From an optimization exercise on the open Yosys and OpenROAD flow, aimed at small area; shortcuts taken in it are not production practice.
Function was checked by simulation only, so behaviour that the tests miss may differ from the original.
No driver is modelled on the clock port, so clocking that relies on it looks cheaper here than on a real chip.
Power figures rest on the tool's default switching activity, not on a simulated workload.

**flow/flow/run.sh**
```bash
#!/bin/bash
# The standard layout with three changes: abc maps the logic with an
# area-oriented script (flow/area.abc), ports get the smallest buffer, and
# CTS uses clkbuf_8 without dummy loads.
set -o pipefail
here=$(pwd)
export AREA_ABC_SCRIPT=$here/flow/area.abc
export BUFFER_PORTS_ARGS="-buffer_cell sky130_fd_sc_hd__buf_1"
export CTS_ARGS="-sink_clustering_enable -repair_clock_nets -buf_list sky130_fd_sc_hd__clkbuf_8 -dont_use_dummy_load"
sed "s#SYNTH_SCRIPT=[^ ]*#SYNTH_SCRIPT=$here/flow/my_synth.tcl#" standard.sh > my_standard.sh
bash my_standard.sh > standard.log 2>&1
```
**flow/flow/area.abc**
```
strash
&get -n
&fraig -x
&put
scorr
dc2
dretime
strash
&get -n
&dch -f
&nf {D}
&put
```
**flow/flow/my_synth.tcl**
```tcl
proc synth {args} { yosys synth -nofsm -noshare {*}$args }
# synth_recipe.tcl with one change: abc maps with flow/area.abc instead of ORFS's script.
proc abc {args} { set i [lsearch $args -script]; if {$i >= 0} { lset args [expr {$i+1}] $::env(AREA_ABC_SCRIPT) }; yosys abc {*}$args }
source $::env(SCRIPTS_DIR)/synth.tcl
# left out here: clear keep_hierarchy, flatten, clean up, hide names made inside functions, write 1_2_yosys.v
```
**flow/standard.sh**
```bash
#!/bin/bash
# synth_recipe.tcl (not shown) runs the flow's synth.tcl, then flattens the netlist and writes it again
# the make line also repeats each setting of config.mk as NAME=value (left out here)
make -C /OpenROAD-flow-scripts/flow DESIGN_CONFIG=/design/flow/config.mk WORK_HOME=/design/flow/orfs CLKGATE_MAP_FILE= SYNTH_SCRIPT=/design/flow/synth_recipe.tcl "${@:-finish}"
```
**flow/config.mk**
```make
export PLATFORM = sky130hd
export DESIGN_NAME = AHB_master
export DESIGN_NICKNAME = AHB_master
export VERILOG_FILES = /design/flow/design.v
export SDC_FILE = /design/flow/constraint.sdc
export NUM_CORES = 4
export LEC_CHECK = 0
export CAP_MARGIN = 20
export CORE_MARGIN = 2
export CORE_UTILIZATION = 40
export CTS_BUF_LIST = sky130_fd_sc_hd__clkbuf_8
export SLEW_MARGIN = 20
```
**flow/constraint.sdc**
```tcl
create_clock -name core_clock -period 4.0 [get_ports {HCLK}]
set_input_delay 0.8000 -clock core_clock [delete_from_list [all_inputs] [get_ports {HCLK}]]
set_output_delay 0.8000 -clock core_clock [all_outputs]
set_load 0.01 [all_outputs]
```
**flow/design.v**
```verilog
module AHB_master(
	input wire HCLK,
	input wire HRESET_n,
	input wire d_EN,
	input wire d_busy,
	input wire d_write,
	input wire [31:0] d_wdata,
	input wire [2:0] d_burst,
	input wire [31:0] d_addr,
	input wire [2:0] d_size,
	input wire d_burst_stop,
	input wire HREADY,
	input wire HRESP,
	input wire [31:0] HRDATA,
	output reg [31:0] HADDR,
	output reg [2:0] HBURST,
	output reg [2:0] HSIZE,
	output reg [1:0] HTRANS,
	output reg [31:0] HWDATA,
	output reg HWRITE
);
	reg [31:0] pending_data;  
	reg [4:0] burst_count;    
	wire st_idle = (HTRANS == 2'b00);
	wire st_busy = (HTRANS == 2'b01);
	wire act     = HTRANS[1];
	wire hb_zero = (HBURST == 3'b000);
	wire hb_incr = (HBURST == 3'b001);
	wire st_burst = act & ~hb_zero;
	wire err = HRESP & ~HREADY;
	reg cnt_hit;
	always @(*) begin
		case (HBURST)
			3'b011: cnt_hit = (burst_count == 5'd4);
			3'b101: cnt_hit = (burst_count == 5'd8);
			3'b111: cnt_hit = (burst_count == 5'd16);
			default: cnt_hit = (burst_count == 5'd0);
		endcase
	end
	wire endc = hb_incr ? d_burst_stop : cnt_hit;
	wire busy_stop = ~d_busy & hb_incr & d_burst_stop & ~HREADY;
	wire load = st_idle
	          | (act & ~hb_zero & ((HREADY & endc) | err))
	          | (act & hb_zero & (HREADY | HRESP))
	          | (st_busy & (err | busy_stop));
	wire step = st_burst & HREADY & ~endc;
	wire bstep = st_busy & ~err & ~d_busy & ~busy_stop;
	wire go = d_EN & ~err;
	wire [1:0] new_trans = go ? (((|d_burst) & d_busy) ? 2'b01 : 2'b10) : 2'b00;
	wire [7:0] sz;    
	wire [8:0] ones;  
	genvar k;
	generate
		for (k = 0; k < 8; k = k + 1) begin : g_sz
			assign sz[k] = (HSIZE == k);
		end
	endgenerate
	assign ones[0] = sz[0];
	generate
		for (k = 1; k < 9; k = k + 1) begin : g_ones
			if (k < 8)
				assign ones[k] = sz[k] | (ones[k-1] & HADDR[k-1]);
			else
				assign ones[k] = ones[k-1] & HADDR[k-1];
		end
	endgenerate
	wire [7:0] blk;  
	wire [7:0] cin;  
	generate
		for (k = 0; k < 8; k = k + 1) begin : g_blk
			assign blk[k] = &HADDR[4*k+3:4*k];
		end
	endgenerate
	assign cin[0] = sz[0];
	assign cin[1] = ones[4];
	assign cin[2] = ones[8];
	generate
		for (k = 3; k < 8; k = k + 1) begin : g_cin
			assign cin[k] = cin[k-1] & blk[k-1];
		end
	endgenerate
	wire [31:0] tog;
	generate
		for (k = 0; k < 32; k = k + 1) begin : g_tog
			if (k % 4 == 0)
				assign tog[k] = step & cin[k/4];
			else if (k < 8)
				assign tog[k] = (step & sz[k]) | (tog[k-1] & HADDR[k-1]);
			else
				assign tog[k] = tog[k-1] & HADDR[k-1];
		end
	endgenerate
	always @(posedge HCLK or negedge HRESET_n) begin
		if (!HRESET_n) begin
			HTRANS <= 2'b0;
			HWRITE <= 1'b0;
			HADDR <= 32'b0;
			HSIZE <= 3'b0;
			HBURST <= 3'b0;
			HWDATA <= 32'b0;
		end else begin
			if (act & HREADY & HWRITE)
				HWDATA <= pending_data;
			if (load) begin
				HWRITE <= d_write;
				HADDR <= d_addr;
				HBURST <= d_burst;
				HSIZE <= d_size;
				HTRANS <= new_trans;
			end else begin
				HADDR <= HADDR ^ tog;
			end
			if (step) begin
				HTRANS <= d_busy ? 2'b01 : 2'b11;
			end else if (~load & bstep) begin
				HTRANS <= (burst_count == 5'd0) ? 2'b10 : 2'b11;
			end
		end
	end
	always @(posedge HCLK) begin
		if (load | step)
			pending_data <= d_wdata;
		if (load)
			burst_count <= {4'b0, ~d_busy};
		else if ((step & ~d_busy) | bstep)
			burst_count <= burst_count + 5'd1;
	end
endmodule
```
==> flow_summary.json, run 1 <==
{
  "fmax_ghz": 0.309,
  "cp_slowest_cell": "edfxtp_1",
  "leakage_nw": 2.36,
  "startpoint_type": "register",
  "synth_edf_count": 33,
  "syn_nets": 510,
  "gr-total-overflow": 0,
  "place_ws_ns": 0.702,
  "r2r_start": "burst_count[0]",
  "fin_tns_setup_ns": 0,
  "hp-start": "pending_data[2]",
  "synth-xor-area-share": 0.0152,
  "drc": 0,
  "drive_gt1_frac": 0.0336,
  "intPower_mw": 2.44,
  "drv_cap": 0,
  "critical_path_class": "register to register",
  "synth_top_family_by_area": "simple AND/OR/NAND/NOR gates",
  "wl_per_cell_um": 14.2,
  "antenna_found_initial": 0,
  "portBuffers": 150,
  "top_usage_layer": "met2",
  "min_path_type": "register to register",
  "p_comb_frac": 0.388,
  "synthMuxAreaShare": 0.0850,
  "cts_tree": "done",
  "synth_cell_types": 36,
  "synth_compound_gate_area_share": 0.0636,
  "critPathTopFamily": "compound AO/OA/AOI/OAI gates",
  "total_power_mw": 4.10,
  "switching_power_mw": 1.65,
  "crit_chain": "clkinv_1 -> ha_1 -> nor4b_1 -> a21oi_1 -> o21ai_0 -> nor2_1 -> buf_4 -> and3_1 -> ha_1 -> a41o_1 -> ha_1 -> o21bai_1 -> ha_1 -> a21oi_1 -> xor2_1 -> a21oi_1",
  "ys_top_cells_by_area": "dfrtp_1 40%, edfxtp_1 22%, mux2_1 8.1%",
  "die-height_um": 111,
  "clock_sinks": 110,
  "grt_setup_unrepaired": "no",
  "ys_seq_elements": 110,
  "place_congestion": 0.798,
  "postCtsHoldBufs": 0,
  "yosysTopAreaCellShare": 0.397,
  "whs_endpoint": "HWDATA[2]",
  "worst_slack_ns": 0.766,
  "status": "finished clean",
  "grt_max_degree": 74,
  "synth.most_common_cell": "nand2_1",
  "clk-insertion-delay-late_ns": 0.36,
  "cpMostUsedCell": "ha_1",
  "dp_hpwl_um": 6900,
  "io_pins": 183,
  "wl_um": 9610,
  "reg2reg_depth": 16,
  "initial_core_util": 0.407,
  "cp_max_fo": 6,
  "netlist_top_cells_count": "83 x nand2_1, 73 x dfrtp_1, 33 x edfxtp_1, 33 x mux2_1, 26 x ha_1",
  "async_reset_ff_frac": 0.664,
  "critPathBufInv": 2,
  "post_cts_buffers": 0,
  "final_nets": 674,
  "grt_use_met1": 0.216,
  "worstSetupEndpointType": "register",
  "dieArea_mm2": 0.0124,
  "switching_share": 0.403,
  "gr-usage-met2": 0.252,
  "rows": 39,
  "clk_pin_slew_ns": 0.11,
  "slew_headroom": 0.372,
  "period_share": 0.808,
  "grtUsageTotal": 0.158,
  "crit_arrival_ns": 3.43,
  "grt_pass1_vias": 3292,
  "root_buffer": "clkbuf_8",
  "cts.path.max_buffers": 2,
  "reg2reg_to": "HADDR[3]",
  "required_ns": 4.20,
  "crit_path_max_incr_delay_ns": 0.42,
  "first_iter_violations": 156,
  "seqPwrFrac": 0.483,
  "synth-simple-area-share": 0.125,
  "num_antenna_cells": 0,
  "pwr_density_cell_mw_per_mm2": 742,
  "pwr-share-clk": 0.129,
  "r2r_slack_ns": 0.77,
  "setup_violations": 0,
  "area_growth_syn_to_layout_pct": 19.9,
  "core-area_mm2": 0.0113,
  "ys_seq_area_frac": 0.629,
  "grt_util_met3": 0.0508,
  "postPlaceCellArea_mm2": 0.00540,
  "ir_drop_uv": 394,
  "hold_viol_final": 0,
  "ant_nets": 0,
  "worst_pin_slew_ns": 0.943,
  "design_area_mm2": 0.00552,
  "vias": 3366,
  "drt_first_pass_iters": 4,
  "hold_path_depth": 1,
  "avgSynthCellArea_um2": 12.3,
  "synth_adder_area_share": 0.0706,
  "slew_violations": 0,
  "synthesis.area_mm2": 0.00461,
  "vias_per_cell": 4.96,
  "cts_resized": 0,
  "post-route-min-period_ns": 3.23,
  "synth_flop_cell": "dfrtp_1",
  "h-tree-depth": 3,
  "synthCells": 374,
  "yosys.area.top_type": "dfrtp_1",
  "ys_warn_count": 1,
  "skew_ns": 0.0293,
  "cts_buffers": 9,
  "grt_pass1_wl_um": 15900,
  "die_x_um": 111
}
[routing by layer]
| layer | routed length, µm | vias up |
|---|---|---|
| li1 | - | 1642 |
| met5 | 0 | - |
| met3 | 717 | 8 |
| met4 | 68 | 0 |
| met1 | 4480 | 1591 |
| met2 | 4340 | 125 |
[state kept, by name (all words and copies together) (netlist names)]
register	cells
HWDATA	32
pending_data	32
burst_count	5
HTRANS	2
HBURST	3
HADDR	32
HSIZE	3
HWRITE	1
[power by group through the flow]
stage | Sequential [mW] | Clock (mW) | Combinational (mW)
finish | 1.98 | 0.527 | 1.59
floorplan | 2.13 | 0 | 0.857
CTS | 1.99 | 0.559 | 1.63
global placement | 1.98 | 0 | 1.60
detailed placement | 2.01 | 0 | 1.63
global route | 2.04 | 0.603 | 1.82
[layout by cell type (no fill, tap or decap), types with 2 or more instances in the layout]
cell type	count
buf_4	5
nor3_1	6
nand3_1	2
edfxtp_1	33
o21ai_0	6
a21oi_1	20
and3_1	3
nor2_1	24
clkinv_1	11
and4_1	3
dfxtp_1	4
o2111ai_1	2
o21bai_1	2
xnor2_1	6
a21o_1	2
nand2_1	83
ha_1	26
dfrtp_1	73
a21boi_0	4
nor4_1	3
mux2i_1	2
nand4_1	4
xor2_1	2
buf_1	149
o31ai_1	3
mux2_1	33
clkbuf_8	9
nand2b_1	3
[how the worst max path moves through the flow]
stage	from	end	cells after the start
floorplan	HREADY	burst_count[1]	6
global placement	d_burst_stop	HADDR[3]	16
detailed placement	HREADY	HADDR[31]	14
CTS	burst_count[0]	HADDR[3]	16
global route	burst_count[0]	HADDR[3]	16
finish	burst_count[0]	HADDR[3]	16
[cell type report]
class | count | area [µm²]
Tap cell | 143 | 179
Sequential cell | 110 | 2900
Multi-Input combinational cell | 251 | 1680
Timing Repair Buffer | 154 | 597
Fill cell | 1087 | 5800
Inverter | 12 | 46.3
Clock buffer | 9 | 124
[cell families after synthesis]
kind of cell             Yosys count
flip-flops                       110
AO/OA/AOI/OAI                     47
buffers and inverters             13
multiplexers                      35
AND/OR/NAND/NOR                  135
XOR/XNOR                           8
adder cells (fa/ha/maj)           26
[stage by stage]
| stage | cells | utilization | hold slack (ns) |
|---|---|---|---|
| floorplan | 374 | - | 0.432 |
| global placement | 670 | 0.477 | 0.435 |
| detailed placement | 670 | 0.477 | 0.441 |
| CTS | 679 | 0.488 | 0.441 |
| global route | 679 | 0.488 | 0.464 |
| finish | 679 | 0.488 | 0.435 |
==> run 2: changes to the inputs <==
--- a/flow/design.v
+++ b/flow/design.v
@@ -20,7 +20,9 @@
 	output reg HWRITE
 );
 	reg [31:0] pending_data;  
-	reg [4:0] burst_count;    
+	reg [4:0] burst_count;
+	wire [4:0] count_next = {burst_count[3:0],
+		burst_count[4] ^ burst_count[2] ^ (burst_count[3:0] == 4'b0000)};
 	wire st_idle = (HTRANS == 2'b00);
 	wire st_busy = (HTRANS == 2'b01);
 	wire act     = HTRANS[1];
@@ -31,9 +33,9 @@
 	reg cnt_hit;
 	always @(*) begin
 		case (HBURST)
-			3'b011: cnt_hit = (burst_count == 5'd4);
-			3'b101: cnt_hit = (burst_count == 5'd8);
-			3'b111: cnt_hit = (burst_count == 5'd16);
+			3'b011: cnt_hit = (burst_count == 5'd9);
+			3'b101: cnt_hit = (burst_count == 5'd22);
+			3'b111: cnt_hit = (burst_count == 5'd28);
 			default: cnt_hit = (burst_count == 5'd0);
 		endcase
 	end
@@ -123,6 +125,6 @@
 		if (load)
 			burst_count <= {4'b0, ~d_busy};
 		else if ((step & ~d_busy) | bstep)
-			burst_count <= burst_count + 5'd1;
+			burst_count <= count_next;
 	end
 endmodule
==> flow/flow/area.abc (replaced) <==
strash
&get -n
&st
&syn2
&dch -f
&nf -R 1000
&put
topo
==> run 2 against run 1 <==
  * Wire length shrank 2.8%
  * Power is 2.4% higher
  * Worst hold slack gained 0.024 ns
  * Maximum frequency is 7.4% lower
  * Flip-flop and latch count unchanged
  * Count of clock-buffer cells in the layout unchanged
  * Via count fell by 8.9%
  * Design area down 1.3%
  * Sequential power increased by 6%
  * Core utilization grew 1.1 points
  * Critical path type unchanged
  * Largest power group unchanged
==> flow_summary.json, run 2 <==
{
  "crit_arrival_ns": 3.76,
  "wl_per_cell_um": 15.3,
  "num_antenna_cells": 0,
  "hold_viol_final": 0,
  "place_congestion": 0.759,
  "drc": 0,
  "yosysTopAreaCellShare": 0.403,
  "status": "finished clean",
  "cp_max_fo": 5,
  "ant_nets": 0,
  "crit_chain": "nor2_1 -> a21oi_1 -> a21oi_1 -> o2111ai_1 -> nand3b_1 -> o211ai_1 -> o311a_1 -> nand2_1 -> nor2_1 -> clkinv_1 -> nor4_1 -> and3_1 -> and3_1 -> ha_1 -> ha_1 -> ha_1 -> mux2_1",
  "fmax_ghz": 0.286,
  "gr-total-overflow": 0,
  "drive_gt1_frac": 0.0320,
  "vias": 3065,
  "fin_tns_setup_ns": 0,
  "grtUsageTotal": 0.161,
  "layout_commonest_cell": "buf_1",
  "period_share": 0.873,
  "first_iter_violations": 176,
  "antenna_found_initial": 0,
  "min_path_type": "register to register",
  "ys_top_cells_by_area": "dfrtp_1 40%, edfxtp_1 22%, mux2_1 15%",
  "cts.path.max_buffers": 2,
  "reg.largest.list": "HADDR: 32 flops, HWDATA: 32 flops, pending_data: 32 flops",
  "yosys.area.top_type": "dfrtp_1",
  "critPathTopFamily": "simple AND/OR/NAND/NOR gates",
  "switching_power_mw": 1.59,
  "core-area_mm2": 0.0109,
  "postCtsHoldBufs": 0,
  "critical_path_class": "register to register",
  "switching_share": 0.378,
  "slew_violations": 0,
  "startpoint_type": "register",
  "cts_tree": "done",
  "slew_headroom": 0.371,
  "grt_pass1_wl_um": 15800,
  "pwr_density_cell_mw_per_mm2": 769,
  "ys_warn_count": 1,
  "cp_slowest_cell": "dfxtp_1",
  "r2r_start": "burst_count[2]",
  "dieArea_mm2": 0.0122,
  "crit_path_max_incr_delay_ns": 0.41,
  "required_ns": 4.27,
  "ys_seq_elements": 110,
  "hp-start": "pending_data[25]",
  "p_comb_frac": 0.371,
  "pwr-share-clk": 0.127,
  "synthesis.area_mm2": 0.00454,
  "post_cts_buffers": 0,
  "syn_nets": 442,
  "portBuffers": 150,
  "root_buffer": "clkbuf_8",
  "cpMostUsedCell": "ha_1",
  "critPathBufInv": 1,
  "synthCells": 308,
  "async_reset_ff_frac": 0.664,
  "die_x_um": 111,
  "grt_max_degree": 74,
  "final_cell_mix": "149 x buf_1, 73 x dfrtp_1, 62 x mux2_1",
  "clock_sinks": 110,
  "synth_cell_types": 35,
  "finish.utilization": 0.498,
  "drt_first_pass_iters": 6,
  "clk-insertion-delay-late_ns": 0.38,
  "skew_ns": 0.0310,
  "netlist_top_cells_count": "73 x dfrtp_1, 62 x mux2_1, 33 x edfxtp_1, 24 x ha_1, 17 x nand2_1",
  "intPower_mw": 2.61,
  "seqPwrFrac": 0.502,
  "synth.most_common_cell": "dfrtp_1",
  "dp_hpwl_um": 6650,
  "grt_pass1_vias": 3204,
  "io_pins": 183,
  "cp-startpoint": "burst_count[2]",
  "worst_pin_slew_ns": 0.943,
  "cts_buffers": 9,
  "area_growth_syn_to_layout_pct": 20.1,
  "post-route-min-period_ns": 3.49,
  "die-height_um": 111,
  "ir_drop_uv": 525,
  "worstSetupEndpointType": "register",
  "final_nets": 605,
  "h-tree-depth": 3,
  "clk_pin_slew_ns": 0.11,
  "ys_seq_area_frac": 0.639,
  "avgSynthCellArea_um2": 14.7,
  "grt_setup_unrepaired": "no",
  "cts_resized": 0,
  "leakage_nw": 2.19,
  "synth_flop_cell": "dfrtp_1",
  "rows": 38,
  "drv_cap": 0,
  "vias_per_cell": 5.03,
  "setup_violations": 0,
  "initial_core_util": 0.415,
  "wl_um": 9350,
  "synth_edf_count": 33
}
## run 2: cell types whose count changed in the layout (fill, tap and decap cells not counted), moves of 3 or more
cell,before,now
nand2_1,83,17
mux2_1,33,62
a21oi_1,20,7
nor2_1,24,11
o21ai_0,6,14
a21boi_0,4,0
a22o_1,0,4
clkinv_1,11,7
nor3_1,6,2
and4_1,3,0
nand3b_1,0,3
## run 2: area by class of cell
| cell class | instances | area, µm² |
|---|---|---|
| sequential | 110 | 2900 |
| clock buffer | 9 | 124 |
| multi-input combinational | 190 | 1620 |
| fill | 1007 | 5490 |
| tap | 140 | 175 |
| timing repair buffer | 153 | 602 |
| inverter | 7 | 26.3 |
## run 2: worst paths after layout
check,to,slack [ns],depth (start not counted)
max,HADDR[30],0.51,17
max in group asynchronous,HADDR[13],2.81,1
min in group asynchronous,HWDATA[14],0.54,1
max reg2reg,HADDR[30],0.51,17
min reg2reg,HWDATA[25],0.46,1
min,HWDATA[25],0.46,1
## run 2: metal layers
layer / GRT usage / routed length, µm / up-vias / part of all wire
met5: 0 / 0 / - / 0
met1: 0.209 / 4110 / 1489 / 0.44
li1: - / - / 1458 / -
met2: 0.247 / 4310 / 103 / 0.46
met3: 0.0521 / 715 / 15 / 0.077
met4: 0.0750 / 214 / 0 / 0.023
## run 2: cell families (layout without fill, tap and decap cells)
kind of cell,Yosys count,count (layout),synth area share
AOI/OAI and AO/OA,39,39,0.0549
xor gates and xnor gates,9,9,0.0174
adders and majority gates,24,24,0.0662
buffers and inverters,8,169,0.00745
DFF,110,110,0.639
muxes,62,62,0.154
and+or+nand+nor,56,56,0.0615
## run 2: power by group through the flow
stage	Sequential [mW]	Combinational (mW)	Clock, mW
after global placement	2.10	1.56	0
after floorplan	2.25	0.811	0
after detailed placement	2.13	1.60	0
after global routing	2.19	1.76	0.590
after CTS	2.11	1.60	0.554
final	2.10	1.56	0.532
## run 2: through the flow
stage | cells | power (mW) | cell area [µm²] | hold WS, ns | worst slack, ns
after floorplan | 308 | 3.06 | 4540 | 0.432 | 0.184
after global routing | 609 | 4.54 | 5450 | 0.472 | 0.175
after global placement | 600 | 3.66 | 5330 | 0.433 | 0.411
after CTS | 609 | 4.27 | 5450 | 0.458 | 0.477
after detailed placement | 600 | 3.73 | 5330 | 0.443 | 0.388
final | 609 | 4.19 | 5450 | 0.459 | 0.509
==> run 3: changes to the inputs <==
==> flow/flow/area.abc (replaced) <==
strash
&get -n
&st
&syn2
&dch -f
&nf -R 1000
&put
strash
&get -n
&st
&syn2
&dch -f
&nf -R 1000
&put
topo
==> run 3 against run 2 <==
  * Still clean
  * Synthesized cell count fell by 0.97%
  * Power fell by 8.7%
  * First-iteration DRC count fell by 38%
  * Critical path depth fell by 4
  * Register-to-register slack improved by 0.19 ns
  * Clock skew fell by 0.0065 ns
  * Cell count fell by 0.49%
  * Sequential power fell by 6%
  * Count of clock-buffer cells in the layout did not move
  * Synthesized area fell by 0.19%
  * Core utilization fell by 0.11 points
==> flow_summary.json, run 3 <==
{
  "gr-total-overflow": 0,
  "root_buffer": "clkbuf_8",
  "synth_top_family_by_area": "multiplexers",
  "hp-start": "pending_data[6]",
  "ant_nets": 0,
  "synth_flop_cell": "dfrtp_1",
  "yosysTopAreaCellShare": 0.403,
  "rows": 38,
  "postCtsHoldBufs": 0,
  "clk_pin_slew_ns": 0.11,
  "grt_pass1_vias": 2954,
  "layout_commonest_cell": "buf_1",
  "fin_tns_setup_ns": 0,
  "vias": 3005,
  "ys_warn_count": 1,
  "die-height_um": 110,
  "slew_violations": 0,
  "post-route-min-period_ns": 3.30,
  "cts_tree": "done",
  "num_antenna_cells": 0,
  "final_nets": 602,
  "leakage_nw": 2.21,
  "grtUsageTotal": 0.156,
  "wl_per_cell_um": 14.9,
  "status": "finished clean",
  "area_growth_syn_to_layout_pct": 20.1,
  "cts.path.max_buffers": 2,
  "period_share": 0.825,
  "place_ws_ns": 0.581,
  "die_x_um": 110,
  "ir_drop_uv": 422,
  "core-area_mm2": 0.0109,
  "place_congestion": 0.785,
  "synth-simple-area-share": 0.0638,
  "dieArea_mm2": 0.0122,
  "setup_violations": 0,
  "grt_max_degree": 74,
  "cts_buffers": 9,
  "synth_edf_count": 33,
  "ys_seq_elements": 110,
  "vias_per_cell": 4.96,
  "drc": 0,
  "netlist_top_cells_count": "73 x dfrtp_1, 61 x mux2_1, 33 x edfxtp_1, 24 x ha_1, 16 x nand2_1",
  "avgSynthCellArea_um2": 14.8,
  "cts_resized": 0,
  "worst_slack_ns": 0.700,
  "r2r_start": "burst_count[0]",
  "synthMuxAreaShare": 0.152,
  "grt_pass1_wl_um": 14300,
  "synth-xor-area-share": 0.0174,
  "final_cell_mix": "149 x buf_1, 73 x dfrtp_1, 61 x mux2_1",
  "wl_um": 9040,
  "synth_adder_area_share": 0.0663,
  "clk-insertion-delay-late_ns": 0.38,
  "yosys.area.top_type": "dfrtp_1",
  "drv_cap": 0,
  "fillCellCount": 1023,
  "post_cts_buffers": 0,
  "synthCells": 305,
  "ys_seq_area_frac": 0.640,
  "antenna_found_initial": 0,
  "cp_max_fo": 4,
  "worst_pin_slew_ns": 0.951,
  "synth_cell_types": 37,
  "min_path_type": "register to register",
  "io_pins": 183,
  "slew_headroom": 0.366,
  "synthesis.area_mm2": 0.00453,
  "crit_arrival_ns": 3.55,
  "skew_ns": 0.0245,
  "synth_compound_gate_area_share": 0.0542,
  "cp-startpoint": "burst_count[0]",
  "startpoint_type": "register",
  "drt_first_pass_iters": 4,
  "h-tree-depth": 3,
  "reg.largest.list": "HADDR: 32 flops, HWDATA: 32 flops, pending_data: 32 flops",
  "grt_setup_unrepaired": "no",
  "initial_core_util": 0.414,
  "dp_hpwl_um": 6440,
  "required_ns": 4.25,
  "drive_gt1_frac": 0.0343,
  "critical_path_class": "register to register",
  "ys_top_cells_by_area": "dfrtp_1 40%, edfxtp_1 22%, mux2_1 15%",
  "hold_viol_final": 0,
  "worstSetupEndpointType": "register",
  "first_iter_violations": 110,
  "async_reset_ff_frac": 0.664,
  "synth.most_common_cell": "dfrtp_1",
  "pwr_density_cell_mw_per_mm2": 704,
  "clock_sinks": 110,
  "portBuffers": 150,
  "fmax_ghz": 0.303,
  "syn_nets": 439
}
-- run 3: critical path, stage by stage (launching register included) --
cell and delay [ns]:
edfxtp_1 0.44, nor4b_1 0.17, a31oi_1 0.15, o221ai_1 0.14, o221ai_1 0.10, nand4_1 0.20, nor4_1 0.55, and3_1 0.28
and3_1 0.19, and3_1 0.17, ha_1 0.15, ha_1 0.15, ha_1 0.22, mux2_1 0.27
-- run 3: metrics by stage --
step                      power (mW)  cell area, µm²  utilization  hold WS (ns)  cells
after floorplan                 2.79            4530            -         0.432    305
after global routing            4.16            5440        0.497         0.472    606
after detailed placement        3.36            5310        0.486         0.443    597
after global placement          3.32            5310        0.486         0.434    597
after CTS                       3.91            5440        0.497         0.444    606
final                           3.83            5440        0.497         0.438    606
-- run 3: layout make-up --
type | count | area (µm²) | area share
Sequential cell | 110 | 2900 | 0.533
Inverter | 6 | 22.5 | 0.00414
Multi-Input combinational cell | 188 | 1630 | 0.299
Timing Repair Buffer | 153 | 589 | 0.108
Clock buffer | 9 | 124 | 0.0228
Tap cell | 140 | 175 | 0.0322
-- run 3: layer usage --
layer | wire, µm | global-route usage | up-vias | part of all wire
met5 | 0 | 0 | - | 0
met1 | 3910 | 0.195 | 1419 | 0.43
met4 | 89 | 0.0473 | 0 | 0.0098
li1 | - | - | 1454 | -
met3 | 1100 | 0.0870 | 11 | 0.12
met2 | 3940 | 0.233 | 121 | 0.44
-- run 3: kinds of logic (layout without fill, tap and decap cells) --
logic type,after synthesis,after routing
muxes,61,61
and+or+nand+nor,55,55
DFF,110,110
AOI/OAI and AO/OA,39,39
xor gates and xnor gates,9,9
adders and majority gates,24,24
buffers and inverters,7,168
-- run 3: where the power goes --
part / leakage, nW / internal [mW] / switching, mW
sequential: 1.23 / 1.64 / 0.325
clock: 0.0647 / 0.203 / 0.323
combinational: 0.911 / 0.560 / 0.775
total: 2.21 / 2.40 / 1.42
-- run 3: path summary, 6_finish.rpt --
path / end / slack [ns] / cells past startpoint
hold / removal: HWDATA[6] / 0.44 / 1
hold reg to reg: HWDATA[6] / 0.44 / 1
setup / recovery: HADDR[30] / 0.70 / 13
max in group asynchronous: HADDR[3] / 2.80 / 1
min in group asynchronous: HADDR[27] / 0.57 / 1
setup reg to reg: HADDR[30] / 0.70 / 13
==> run 4: changes to the inputs <==
--- a/flow/flow/run.sh
+++ b/flow/flow/run.sh
@@ -6,6 +6,8 @@
 here=$(pwd)
 export AREA_ABC_SCRIPT=$here/flow/area.abc
 export BUFFER_PORTS_ARGS="-buffer_cell sky130_fd_sc_hd__buf_1"
+export PRE_CTS_TCL=$here/flow/pre_cts.tcl
+export POST_CTS_TCL=$here/flow/post_cts.tcl
 export CTS_ARGS="-sink_clustering_enable -repair_clock_nets -buf_list sky130_fd_sc_hd__clkbuf_8 -dont_use_dummy_load"
 sed "s#SYNTH_SCRIPT=[^ ]*#SYNTH_SCRIPT=$here/flow/my_synth.tcl#" standard.sh > my_standard.sh
 bash my_standard.sh > standard.log 2>&1
==> flow/flow/area.abc (replaced) <==
strash
&get -n
&st
&syn2
&dch -f
&nf -R 1000
&put
topo
==> flow/flow/post_cts.tcl (new file) <==
set_max_fanout 100000 [current_design]
==> flow/flow/pre_cts.tcl (new file) <==
set_max_fanout 40 [current_design]
==> run 4 against run 3 <==
  * Still clean
  * Wire length grew 3.4%
  * Register-to-register slack lost 0.19 ns
  * First-iteration DRC count rose by 60%
  * Setup slack lost 0.19 ns
  * Count of clock-buffer cells in the layout did not move
  * Core utilization rose by 0.11 points
  * Power increased by 9.6%
  * Clock skew up 0.0065 ns
  * Cell count is 0.50% higher
  * Synthesized area up 0.19%
  * Via count up 2.0%
  * Global-route usage grew 0.52 points
  * Largest power group unchanged
==> flow_summary.json, run 4 <==
{
  "drc": 0,
  "critPathBufInv": 1,
  "worstSetupEndpointType": "register",
  "synthesis.area_mm2": 0.00454,
  "first_iter_violations": 176,
  "ys_seq_elements": 110,
  "post-route-min-period_ns": 3.49,
  "intPower_mw": 2.61,
  "p_comb_frac": 0.371,
  "place_ws_ns": 0.388,
  "finish.utilization": 0.498,
  "clock_sinks": 110,
  "ys_seq_area_frac": 0.639,
  "grt_pass1_wl_um": 15800,
  "wl_per_cell_um": 15.3,
  "avgSynthCellArea_um2": 14.7,
  "pwr-share-clk": 0.127,
  "synth-xor-area-share": 0.0174,
  "drive_gt1_frac": 0.0320,
  "total_power_mw": 4.19,
  "grtUsageTotal": 0.161,
  "die_x_um": 111,
  "ant_nets": 0,
  "final_cell_mix": "149 x buf_1, 73 x dfrtp_1, 62 x mux2_1",
  "final_cells": 609,
  "setup_violations": 0,
  "synthMuxAreaShare": 0.154,
  "place_congestion": 0.759,
  "final_nets": 605,
  "syn_nets": 442,
  "grt_setup_unrepaired": "no",
  "ys_warn_count": 1,
  "seqPwrFrac": 0.502,
  "required_ns": 4.27,
  "critPathTopFamily": "simple AND/OR/NAND/NOR gates",
  "antenna_found_initial": 0,
  "num_antenna_cells": 0,
  "worst_pin_slew_ns": 0.943,
  "design_area_mm2": 0.00545,
  "grt_pass1_vias": 3204,
  "synth_compound_gate_area_share": 0.0549,
  "postPlaceCellArea_mm2": 0.00533,
  "gr-total-overflow": 0,
  "leakage_nw": 2.19,
  "fin_tns_setup_ns": 0,
  "wl_um": 9350,
  "slew_headroom": 0.371,
  "core-area_mm2": 0.0109,
  "synth_cell_types": 35,
  "worst_slack_ns": 0.509,
  "synth_edf_count": 33,
  "cpMostUsedCell": "ha_1",
  "synthCells": 308,
  "yosys.area.top_type": "dfrtp_1",
  "synth_flop_cell": "dfrtp_1",
  "area_growth_syn_to_layout_pct": 20.1,
  "crit_path_max_incr_delay_ns": 0.41,
  "rows": 38,
  "synth-simple-area-share": 0.0615,
  "portBuffers": 150,
  "startpoint_type": "register",
  "ir_drop_uv": 525,
  "netlist_top_cells_count": "73 x dfrtp_1, 62 x mux2_1, 33 x edfxtp_1, 24 x ha_1, 17 x nand2_1",
  "yosysTopAreaCellShare": 0.403,
  "min_path_type": "register to register",
  "pwr_density_cell_mw_per_mm2": 769,
  "cts_tree": "done",
  "synth_top_family_by_area": "multiplexers",
  "drt_first_pass_iters": 6,
  "grt_max_degree": 74,
  "critical_path_class": "register to register",
  "synth.most_common_cell": "dfrtp_1",
  "async_reset_ff_frac": 0.664,
  "dieArea_mm2": 0.0122,
  "hold_viol_final": 0,
  "reg.largest.list": "HADDR: 32 flops, HWDATA: 32 flops, pending_data: 32 flops",
  "die-height_um": 111,
  "synth_adder_area_share": 0.0662,
  "fillCellCount": 1007,
  "dpl.cell_count": 600,
  "io_pins": 183,
  "drv_cap": 0,
  "cp_slowest_cell": "dfxtp_1",
  "period_share": 0.873,
  "switching_power_mw": 1.59,
  "switching_share": 0.378,
  "vias": 3065,
  "timing.hold.ws_ns": 0.459,
  "layout_commonest_cell": "buf_1",
  "status": "finished clean",
  "clk-insertion-delay-late_ns": 0.38,
  "fmax_ghz": 0.286,
  "crit_arrival_ns": 3.76,
  "vias_per_cell": 5.03,
  "slew_violations": 0,
  "crit_chain": "nor2_1 -> a21oi_1 -> a21oi_1 -> o2111ai_1 -> nand3b_1 -> o211ai_1 -> o311a_1 -> nand2_1 -> nor2_1 -> clkinv_1 -> nor4_1 -> and3_1 -> and3_1 -> ha_1 -> ha_1 -> ha_1 -> mux2_1",
  "ys_top_cells_by_area": "dfrtp_1 40%, edfxtp_1 22%, mux2_1 15%",
  "clk_pin_slew_ns": 0.11,
  "initial_core_util": 0.415,
  "skew_ns": 0.0310,
  "cp_max_fo": 5,
  "dp_hpwl_um": 6650
}
[run 4: area by class of cell]
class                   count  area [µm²]  share of cell area
flip-flops and latches    110        2900               0.532
inverters                   7        26.3             0.00482
multi-input cells         190        1620               0.298
well taps                 140         175              0.0321
repair buffers            153         602               0.110
clock buffers               9         124              0.0227
[run 4: kinds of logic after synthesis]
logic type               Yosys count
adder cells (fa/ha/maj)           24
multiplexers                      62
flip-flops                       110
AO/OA/AOI/OAI                     39
XOR/XNOR                           9
AND/OR/NAND/NOR                   56
buffers and inverters              8
[run 4: power by group through the flow]
stage	Sequential [mW]	Clock, mW	Combinational, mW
finish	2.10	0.532	1.56
detailed placement	2.13	0	1.60
global placement	2.10	0	1.56
global route	2.19	0.590	1.76
floorplan	2.25	0	0.811
[run 4: path summary, 6_finish.rpt]
check | from | endpoint | slack [ns] | depth (start not counted)
worst min register to register | pending_data[25] | HWDATA[25] | 0.46 | 1
min in group asynchronous | HRESET_n | HWDATA[14] | 0.54 | 1
worst max-delay path | burst_count[2] | HADDR[30] | 0.51 | 17
worst max register to register | burst_count[2] | HADDR[30] | 0.51 | 17
worst min-delay path | pending_data[25] | HWDATA[25] | 0.46 | 1
max in group asynchronous | HRESET_n | HADDR[13] | 2.81 | 1
[run 4: worst register-to-register path, cell delays in order (launching register included)]
cell and delay (ns):
dfxtp_1 0.41, nor2_1 0.08, a21oi_1 0.15, a21oi_1 0.05, o2111ai_1 0.12, nand3b_1 0.10, o211ai_1 0.10, o311a_1 0.29
nand2_1 0.11, nor2_1 0.22, clkinv_1 0.14, nor4_1 0.34, and3_1 0.25, and3_1 0.18, ha_1 0.19, ha_1 0.16
ha_1 0.21, mux2_1 0.28
[run 4: layer usage]
| metal | track usage | part of all wire | wire (µm) | up-vias |
|---|---|---|---|---|
| met5 | 0 | 0 | 0 | - |
| met2 | 0.247 | 0.46 | 4310 | 103 |
| met1 | 0.209 | 0.44 | 4110 | 1489 |
| met3 | 0.0521 | 0.077 | 715 | 15 |
| met4 | 0.0750 | 0.023 | 214 | 0 |
| li1 | - | - | - | 1458 |
==> run 5: changes to the inputs <==
==> flow/flow/pre_cts.tcl (replaced) <==
set_max_fanout 28 [current_design]
==> run 5 against run 4 <==
  * Via count is the same
  * Clock power is essentially flat
  * Worst hold slack is the same
  * Wire length is the same
  * Design area is the same
  * Flip-flop and latch count is the same
  * Global-route usage is the same
==> flow_summary.json, run 5 <==
{
  "netlist_top_cells_count": "73 x dfrtp_1, 62 x mux2_1, 33 x edfxtp_1, 24 x ha_1, 17 x nand2_1",
  "ys_top_cells_by_area": "dfrtp_1 40%, edfxtp_1 22%, mux2_1 15%",
  "hold_path_depth": 1,
  "synth_adder_area_share": 0.0662,
  "clk-insertion-delay-late_ns": 0.38,
  "worst_pin_slew_ns": 0.943,
  "grtUsageTotal": 0.161,
  "reg2reg_depth": 17,
  "yosysTopAreaCellShare": 0.403,
  "die-height_um": 111,
  "design_area_mm2": 0.00545,
  "area_growth_syn_to_layout_pct": 20.1,
  "grt_pass1_wl_um": 15800,
  "period_share": 0.873,
  "die_x_um": 111,
  "switching_share": 0.378,
  "drive_gt1_frac": 0.0320,
  "pwr_density_cell_mw_per_mm2": 769,
  "drv_cap": 0,
  "critPathBufInv": 1,
  "cts_tree": "done",
  "ys_seq_area_frac": 0.639,
  "ant_nets": 0,
  "vias_per_cell": 5.03,
  "required_ns": 4.27,
  "seqPwrFrac": 0.502,
  "skew_ns": 0.0310,
  "grt_setup_unrepaired": "no",
  "antenna_found_initial": 0,
  "synthMuxAreaShare": 0.154,
  "synth_top_family_by_area": "multiplexers",
  "leakage_nw": 2.19,
  "drc": 0,
  "gr-total-overflow": 0,
  "critical_path_class": "register to register",
  "min_path_type": "register to register",
  "clk_pin_slew_ns": 0.11,
  "ys_seq_elements": 110,
  "io_pins": 183,
  "crit_path_max_incr_delay_ns": 0.41,
  "yosys.area.top_type": "dfrtp_1",
  "startpoint_type": "register",
  "cpMostUsedCell": "ha_1",
  "place_congestion": 0.759,
  "synth.most_common_cell": "dfrtp_1",
  "cp_max_fo": 5,
  "p_comb_frac": 0.371,
  "core-area_mm2": 0.0109,
  "num_antenna_cells": 0,
  "avgSynthCellArea_um2": 14.7,
  "synth_flop_cell": "dfrtp_1",
  "pwr-share-clk": 0.127,
  "postPlaceCellArea_mm2": 0.00533,
  "ys_warn_count": 1,
  "multiInputGateArea_mm2": 0.00162,
  "rows": 38,
  "initial_core_util": 0.415,
  "r2r_slack_ns": 0.51,
  "hold_viol_final": 0,
  "wl_per_cell_um": 15.3,
  "fmax_ghz": 0.286,
  "vias": 3065,
  "status": "finished clean",
  "fin_tns_setup_ns": 0,
  "synthCells": 308,
  "syn_nets": 442,
  "synth_cell_types": 35,
  "crit_chain": "nor2_1 -> a21oi_1 -> a21oi_1 -> o2111ai_1 -> nand3b_1 -> o211ai_1 -> o311a_1 -> nand2_1 -> nor2_1 -> clkinv_1 -> nor4_1 -> and3_1 -> and3_1 -> ha_1 -> ha_1 -> ha_1 -> mux2_1",
  "finish.utilization": 0.498,
  "drt_first_pass_iters": 6,
  "grt_max_degree": 74,
  "final_cell_mix": "149 x buf_1, 73 x dfrtp_1, 62 x mux2_1",
  "synthesis.area_mm2": 0.00454,
  "clock_sinks": 110,
  "worstSetupEndpointType": "register",
  "slew_violations": 0,
  "synth-simple-area-share": 0.0615,
  "final_cells": 609,
  "setup_violations": 0,
  "final_nets": 605,
  "synth_compound_gate_area_share": 0.0549,
  "synth_edf_count": 33,
  "first_iter_violations": 176,
  "dp_hpwl_um": 6650,
  "cp.depth": 17,
  "ir_drop_uv": 525,
  "wl_um": 9350,
  "register_area_mm2": 0.00290,
  "fillCellCount": 1007,
  "reg.largest.list": "HADDR: 32 flops, HWDATA: 32 flops, pending_data: 32 flops",
  "intPower_mw": 2.61,
  "critPathTopFamily": "simple AND/OR/NAND/NOR gates",
  "dieArea_mm2": 0.0122,
  "layout_commonest_cell": "buf_1",
  "dpl.cell_count": 600,
  "crit_arrival_ns": 3.76,
  "switching_power_mw": 1.59,
  "portBuffers": 150,
  "async_reset_ff_frac": 0.664,
  "cp_slowest_cell": "dfxtp_1",
  "synth-xor-area-share": 0.0174,
  "slew_headroom": 0.371,
  "grt_pass1_vias": 3204,
  "post-route-min-period_ns": 3.49
}
-- run 5: cell counts after synthesis --
Identical to the previous run, type by type.
-- run 5: kinds of logic after synthesis --
| family | after synthesis |
|---|---|
| adder cells (fa/ha/maj) | 24 |
| buffers and inverters | 8 |
| AND/OR/NAND/NOR | 56 |
| AO/OA/AOI/OAI | 39 |
| multiplexers | 62 |
| XOR/XNOR | 9 |
| flip-flops | 110 |
-- run 5: per-stage QoR --
| step | setup WS, ns | power, mW | hold slack (ns) |
|---|---|---|---|
| after floorplan | 0.184 | 3.06 | 0.432 |
| after global placement | 0.411 | 3.66 | 0.433 |
| after detailed placement | 0.388 | 3.73 | 0.443 |
| after global routing | 0.175 | 4.54 | 0.472 |
| final | 0.509 | 4.19 | 0.459 |
-- run 5: power by group through the flow --
| stage | clock network (mW) | logic, mW | registers (mW) |
|---|---|---|---|
| finish | 0.532 | 1.56 | 2.10 |
| global placement | 0 | 1.56 | 2.10 |
| detailed placement | 0 | 1.60 | 2.13 |
| floorplan | 0 | 0.811 | 2.25 |
| global route | 0.590 | 1.76 | 2.19 |
-- run 5: layout make-up --
| class | count | area share |
|---|---|---|
| multi-input combinational | 190 | 0.298 |
| sequential | 110 | 0.532 |
| tap | 140 | 0.0321 |
| clock buffer | 9 | 0.0227 |
| timing repair buffer | 153 | 0.110 |
| inverter | 7 | 0.00482 |
-- run 5: path summary, 6_finish.rpt --
kind                                  start         end
max in group asynchronous          HRESET_n   HADDR[13]
min in group asynchronous          HRESET_n  HWDATA[14]
min                        pending_data[25]  HWDATA[25]
min reg2reg                pending_data[25]  HWDATA[25]
max                          burst_count[2]   HADDR[30]
max reg2reg                  burst_count[2]   HADDR[30]
-- run 5: per-layer routing --
metal / part of all wire / global-route usage / vias up
li1: - / - / 1458
met1: 0.44 / 0.209 / 1489
met2: 0.46 / 0.247 / 103
met3: 0.077 / 0.0521 / 15
met4: 0.023 / 0.0750 / 0
met5: 0 / 0 / -
==> run 6: changes to the inputs <==
==> flow/flow/run.sh (replaced) <==
#!/bin/bash
# The standard layout with three changes: abc maps the logic with an
# area-oriented script (flow/area.abc), ports get the smallest buffer, and
# CTS uses clkbuf_8 without dummy loads.
set -o pipefail
here=$(pwd)
export AREA_ABC_SCRIPT=$here/flow/area.abc
export BUFFER_PORTS_ARGS="-buffer_cell sky130_fd_sc_hd__buf_1"
export CTS_ARGS="-repair_clock_nets -buf_list sky130_fd_sc_hd__clkbuf_8 -dont_use_dummy_load"
sed "s#SYNTH_SCRIPT=[^ ]*#SYNTH_SCRIPT=$here/flow/my_synth.tcl#" standard.sh > my_standard.sh
bash my_standard.sh > standard.log 2>&1
==> flow/flow/area.abc (replaced) <==
strash
&get -n
&st
&syn2
&dch -f
&nf -R 1000
&put
strash
&get -n
&st
&syn2
&dch -f
&nf -R 1000
&put
topo
removed: flow/flow/post_cts.tcl
removed: flow/flow/pre_cts.tcl
==> run 6 against run 5 <==
  * Register-to-register slack better by 0.19 ns
  * Power is 8.7% lower
  * Non-clock buffer count did not move
  * Maximum frequency rose by 5.8%
  * Critical endpoint unchanged
  * Sequential power decreased by 6%
  * Cell count shrank 0.49%
  * Wire length shrank 3.3%
  * First-iteration DRC count shrank 38%
  * Largest cell class unchanged
==> flow_summary.json, run 6 <==
{
  "async_reset_ff_frac": 0.664,
  "avgSynthCellArea_um2": 14.8,
  "fmax_ghz": 0.303,
  "cts_tree": "done",
  "synth_edf_count": 33,
  "synthesis.area_mm2": 0.00453,
  "post-route-min-period_ns": 3.30,
  "grtUsageTotal": 0.156,
  "leakage_nw": 2.21,
  "crit_path_max_incr_delay_ns": 0.55,
  "cts_resized": 0,
  "worst_pin_slew_ns": 0.951,
  "wl_um": 9040,
  "first_iter_violations": 110,
  "cp_max_fo": 4,
  "grt_max_degree": 74,
  "worst_slack_ns": 0.700,
  "slew_violations": 0,
  "timing.hold.ws_ns": 0.438,
  "vias": 3005,
  "critical_path_class": "register to register",
  "drc": 0,
  "gr-total-overflow": 0,
  "drive_gt1_frac": 0.0343,
  "drv_cap": 0,
  "io_pins": 183,
  "layout_commonest_cell": "buf_1",
  "crit_arrival_ns": 3.55,
  "total_power_mw": 3.83,
  "cts.path.max_buffers": 2,
  "ant_nets": 0,
  "syn_nets": 439,
  "vias_per_cell": 4.96,
  "dieArea_mm2": 0.0122,
  "min_path_type": "register to register",
  "die-height_um": 110,
  "ys_warn_count": 1,
  "die_x_um": 110,
  "ir_drop_uv": 422,
  "initial_core_util": 0.414,
  "synthCells": 305,
  "slew_headroom": 0.366,
  "root_buffer": "clkbuf_8",
  "clock_sinks": 110,
  "startpoint_type": "register",
  "core-area_mm2": 0.0109,
  "final_nets": 602,
  "synth.most_common_cell": "dfrtp_1",
  "wl_per_cell_um": 14.9,
  "dp_hpwl_um": 6440,
  "multiInputGateArea_mm2": 0.00163,
  "final_cell_mix": "149 x buf_1, 73 x dfrtp_1, 61 x mux2_1",
  "grt_pass1_vias": 2954,
  "yosysTopAreaCellShare": 0.403,
  "rows": 38,
  "place_ws_ns": 0.581,
  "status": "finished clean",
  "required_ns": 4.25,
  "grt_pass1_wl_um": 14300,
  "area_growth_syn_to_layout_pct": 20.1,
  "cts_buffers": 9,
  "ys_seq_elements": 110,
  "cp_slowest_cell": "nor4_1",
  "fillCellCount": 1023,
  "clk_pin_slew_ns": 0.11,
  "synth_flop_cell": "dfrtp_1",
  "place_congestion": 0.785,
  "netlist_top_cells_count": "73 x dfrtp_1, 61 x mux2_1, 33 x edfxtp_1, 24 x ha_1, 16 x nand2_1",
  "antenna_found_initial": 0,
  "crit_chain": "nor4b_1 -> a31oi_1 -> o221ai_1 -> o221ai_1 -> nand4_1 -> nor4_1 -> and3_1 -> and3_1 -> and3_1 -> ha_1 -> ha_1 -> ha_1 -> mux2_1",
  "synth_cell_types": 37,
  "portBuffers": 150,
  "reg.largest.list": "HADDR: 32 flops, HWDATA: 32 flops, pending_data: 32 flops",
  "register_area_mm2": 0.00290,
  "yosys.area.top_type": "dfrtp_1",
  "ys_seq_area_frac": 0.640,
  "fin_tns_setup_ns": 0,
  "grt_setup_unrepaired": "no",
  "clk-insertion-delay-late_ns": 0.38,
  "pwr_density_cell_mw_per_mm2": 704,
  "post_cts_buffers": 0,
  "worstSetupEndpointType": "register",
  "hold_viol_final": 0,
  "drt_first_pass_iters": 4,
  "period_share": 0.825,
  "num_antenna_cells": 0,
  "ys_top_cells_by_area": "dfrtp_1 40%, edfxtp_1 22%, mux2_1 15%",
  "skew_ns": 0.0245,
  "h-tree-depth": 3,
  "setup_violations": 0,
  "postCtsHoldBufs": 0
}
run 6: cell types whose count changed after synthesis, moves of 2 or more:
| cell | change |
|---|---|
| nor2_1 | -3 |
| o22ai_1 | -3 |
| o21ai_0 | -2 |
| a21oi_1 | +3 |
| nand3b_1 | -2 |
| o221ai_1 | +2 |
| and3_1 | +2 |
run 6: critical path, delay by kind of cell, from the launching register on:
kind | cells | cell delay [ns]
AND/OR/NAND/NOR | 6 | 1.56
AO/OA/AOI/OAI | 3 | 0.39
flip-flops | 1 | 0.44
adder cells (fa/ha/maj) | 3 | 0.52
multiplexers | 1 | 0.27
run 6: cell families after synthesis:
group           synth area share
flops                      0.640
fa+ha+maj                 0.0663
mux                        0.152
compound gates            0.0542
simple gates              0.0638
buf+inv                  0.00663
xor+xnor                  0.0174
run 6: cell type report:
| type | instances | share of cell area |
|---|---|---|
| clock buffer | 9 | 0.0228 |
| inverter | 6 | 0.00414 |
| multi-input combinational | 188 | 0.299 |
| sequential | 110 | 0.533 |
| tap | 140 | 0.0322 |
| timing repair buffer | 153 | 0.108 |
run 6: final timing paths:
kind	from	endpoint	slack, ns	depth (start not counted)
hold reg to reg	pending_data[6]	HWDATA[6]	0.44	1
max in group asynchronous	HRESET_n	HADDR[3]	2.80	1
min in group asynchronous	HRESET_n	HADDR[27]	0.57	1
setup reg to reg	burst_count[0]	HADDR[30]	0.70	13
hold / removal	pending_data[6]	HWDATA[6]	0.44	1
setup / recovery	burst_count[0]	HADDR[30]	0.70	13
run 6: routing by layer:
layer | GRT usage | vias up | routed length (µm)
met3 | 0.0870 | 11 | 1100
met5 | 0 | - | 0
met1 | 0.195 | 1419 | 3910
met4 | 0.0473 | 0 | 89
met2 | 0.233 | 121 | 3940
li1 | - | 1454 | -
run 6: metrics by stage:
stage	std cells	utilization	instance area, µm²
4_1_cts	606	0.497	5440
5_1_grt	606	0.497	5440
3_5_place_dp	597	0.486	5310
2_1_floorplan	305	-	4530
3_3_place_gp	597	0.486	5310
6_report	606	0.497	5440
run 6: where the power goes:
part           switching (mW)  internal, mW
registers               0.325          1.64
logic                   0.775         0.560
clock network           0.323         0.203
total                    1.42          2.40
==> run 7: changes to the inputs <==
--- a/flow/flow/run.sh
+++ b/flow/flow/run.sh
@@ -6,6 +6,6 @@
 here=$(pwd)
 export AREA_ABC_SCRIPT=$here/flow/area.abc
 export BUFFER_PORTS_ARGS="-buffer_cell sky130_fd_sc_hd__buf_1"
-export CTS_ARGS="-repair_clock_nets -buf_list sky130_fd_sc_hd__clkbuf_8 -dont_use_dummy_load"
+export CTS_ARGS="-sink_clustering_enable -sink_clustering_levels 1 -sink_clustering_size 30 -sink_clustering_max_diameter 300 -repair_clock_nets -buf_list sky130_fd_sc_hd__clkbuf_8 -dont_use_dummy_load"
 sed "s#SYNTH_SCRIPT=[^ ]*#SYNTH_SCRIPT=$here/flow/my_synth.tcl#" standard.sh > my_standard.sh
 bash my_standard.sh > standard.log 2>&1
==> run 7 against run 6 <==
  * Still clean
  * Count of clock-buffer cells in the layout stayed put
  * Critical path depth stayed put
  * Cell count stayed put
  * Die area stayed put
  * First-iteration DRC count stayed put
  * Power stayed put
  * Maximum frequency stayed put
  * Design area stayed put
  * Synthesized cell count stayed put
  * Non-clock buffer count stayed put
  * Sequential share of layout area stayed put
  * Worst hold slack stayed put
  * Largest cell class unchanged
  * Highest routed layer unchanged
==> flow_summary.json, run 7 <==
{
  "status": "finished clean",
  "grt_pass1_wl_um": 14300,
  "reg.largest.list": "HADDR: 32 flops, HWDATA: 32 flops, pending_data: 32 flops",
  "reg2reg_depth": 13,
  "initial_core_util": 0.414,
  "timing.hold.ws_ns": 0.438,
  "fin_tns_setup_ns": 0,
  "leakage_nw": 2.21,
  "cts_buffers": 9,
  "required_ns": 4.25,
  "area_growth_syn_to_layout_pct": 20.1,
  "final_nets": 602,
  "hold_viol_final": 0,
  "h-tree-depth": 3,
  "first_iter_violations": 110,
  "worst_pin_slew_ns": 0.951,
  "syn_nets": 439,
  "clock_sinks": 110,
  "crit_chain": "nor4b_1 -> a31oi_1 -> o221ai_1 -> o221ai_1 -> nand4_1 -> nor4_1 -> and3_1 -> and3_1 -> and3_1 -> ha_1 -> ha_1 -> ha_1 -> mux2_1",
  "cts_resized": 0,
  "core-area_mm2": 0.0109,
  "yosys.area.top_type": "dfrtp_1",
  "critPathBufInv": 0,
  "grt_setup_unrepaired": "no",
  "synthesis.area_mm2": 0.00453,
  "vias": 3005,
  "io_pins": 183,
  "ir_drop_uv": 422,
  "ys_seq_elements": 110,
  "die_x_um": 110,
  "cp_max_fo": 4,
  "final_cell_mix": "149 x buf_1, 73 x dfrtp_1, 61 x mux2_1",
  "root_buffer": "clkbuf_8",
  "hold_path_depth": 1,
  "startpoint_type": "register",
  "synth_cell_types": 37,
  "layout_commonest_cell": "buf_1",
  "postCtsHoldBufs": 0,
  "grt_pass1_vias": 2954,
  "drv_cap": 0,
  "avgSynthCellArea_um2": 14.8,
  "wl_per_cell_um": 14.9,
  "grt_max_degree": 74,
  "cts_tree": "done",
  "critPathTopFamily": "simple AND/OR/NAND/NOR gates",
  "synth.most_common_cell": "dfrtp_1",
  "dieArea_mm2": 0.0122,
  "min_path_type": "register to register",
  "crit_path_max_incr_delay_ns": 0.55,
  "drc": 0,
  "drt_first_pass_iters": 4,
  "netlist_top_cells_count": "73 x dfrtp_1, 61 x mux2_1, 33 x edfxtp_1, 24 x ha_1, 16 x nand2_1",
  "cp_slowest_cell": "nor4_1",
  "portBuffers": 150,
  "cts.path.max_buffers": 2,
  "pwr_density_cell_mw_per_mm2": 704,
  "gr-total-overflow": 0,
  "synth_edf_count": 33,
  "antenna_found_initial": 0,
  "post-route-min-period_ns": 3.30,
  "clk-insertion-delay-late_ns": 0.38,
  "clk_pin_slew_ns": 0.11,
  "worstSetupEndpointType": "register",
  "r2r_slack_ns": 0.70,
  "rows": 38,
  "post_cts_buffers": 0,
  "total_power_mw": 3.83,
  "ant_nets": 0,
  "async_reset_ff_frac": 0.664,
  "synth_flop_cell": "dfrtp_1",
  "yosysTopAreaCellShare": 0.403,
  "period_share": 0.825,
  "ys_seq_area_frac": 0.640,
  "vias_per_cell": 4.96,
  "ys_top_cells_by_area": "dfrtp_1 40%, edfxtp_1 22%, mux2_1 15%",
  "place_congestion": 0.785,
  "fmax_ghz": 0.303,
  "skew_ns": 0.0245,
  "slew_headroom": 0.366,
  "setup_violations": 0,
  "die-height_um": 110,
  "cp.depth": 13,
  "slew_violations": 0,
  "wl_um": 9040,
  "fillCellCount": 1023,
  "crit_arrival_ns": 3.55,
  "num_antenna_cells": 0,
  "grtUsageTotal": 0.156,
  "dp_hpwl_um": 6440,
  "synthCells": 305,
  "critical_path_class": "register to register",
  "ys_warn_count": 1,
  "drive_gt1_frac": 0.0343
}
run 7: final timing paths:
path,start,endpoint
hold / removal,pending_data[6],HWDATA[6]
max in group asynchronous,HRESET_n,HADDR[3]
hold reg to reg,pending_data[6],HWDATA[6]
min in group asynchronous,HRESET_n,HADDR[27]
setup / recovery,burst_count[0],HADDR[30]
setup reg to reg,burst_count[0],HADDR[30]
run 7: kinds of logic (layout without fill, tap and decap cells):
logic type / after synthesis / after routing / share of synthesized area
flops: 110 / 110 / 0.640
mux: 61 / 61 / 0.152
simple gates: 55 / 55 / 0.0638
compound gates: 39 / 39 / 0.0542
fa+ha+maj: 24 / 24 / 0.0663
xor+xnor: 9 / 9 / 0.0174
buf+inv: 7 / 168 / 0.00663
run 7: area by class of cell:
class	instances	area, µm²	area share
Clock buffer	9	124	0.0228
Timing Repair Buffer	153	589	0.108
Tap cell	140	175	0.0322
Multi-Input combinational cell	188	1630	0.299
Sequential cell	110	2900	0.533
Inverter	6	22.5	0.00414
run 7: where the power goes:
| part | switching [mW] | total, mW | internal, mW | leakage (nW) |
|---|---|---|---|---|
| clock network | 0.323 | 0.526 | 0.203 | 0.0647 |
| registers | 0.325 | 1.97 | 1.64 | 1.23 |
| logic | 0.775 | 1.34 | 0.560 | 0.911 |
run 7: through the flow:
stage / setup slack, ns / util / area [µm²] / cells
final: 0.700 / 0.497 / 5440 / 606
after global routing: 0.389 / 0.497 / 5440 / 606
after CTS: 0.684 / 0.497 / 5440 / 606
after detailed placement: 0.581 / 0.486 / 5310 / 597
after global placement: 0.640 / 0.486 / 5310 / 597
after floorplan: 0.486 / - / 4530 / 305
run 7: metal layers:
layer  vias up  global-route usage  share of wire
met2       121               0.233           0.44
met3        11              0.0870           0.12
met5         -                   0              0
met4         0              0.0473         0.0098
li1       1454                   -              -
met1      1419               0.195           0.43
run 7: worst reg2reg max path, stage by stage, from the launching register on:
cell      delay (ns)
edfxtp_1        0.44
nor4b_1         0.17
a31oi_1         0.15
o221ai_1        0.14
o221ai_1        0.10
nand4_1         0.20
nor4_1          0.55
and3_1          0.28
and3_1          0.19
and3_1          0.17
ha_1            0.15
ha_1            0.15
ha_1            0.22
mux2_1          0.27

## what the ideal ports hide
Ports are ideal in the flow. The routed layouts listed here were re-timed in OpenROAD.
Step 1 assumes that a clkbuf_16 drives the clock port and a buf_2 every other input.
Step 2 also shifts input and output timing later by t, the mid clock arrival at the registers, as if the neighbouring blocks saw the same clock.
a / b / c = no drivers / after step 1 / after step 2; a / b = the first two.
| run | t (ns) | setup WS [ns] | worst setup path after step 2 | cell pins on the clock port's net |
|---|---|---|---|---|
| run 1 | 0.374 | 0.766 / 0.766 / 0.671 | input to register | 1 |
| run 2 | 0.400 | 0.509 / 0.509 / 0.424 | input to register | 1 |
| run 3 | 0.393 | 0.700 / 0.700 / 0.571 | input to register | 1 |
| run 4 | 0.400 | 0.509 / 0.509 / 0.424 | input to register | 1 |
| run 5 | 0.400 | 0.509 / 0.509 / 0.424 | input to register | 1 |
| run 6 | 0.393 | 0.700 / 0.700 / 0.571 | input to register | 1 |
| run 7 | 0.393 | 0.700 / 0.700 / 0.571 | input to register | 1 |
After both steps setup and hold are still met in every run listed.
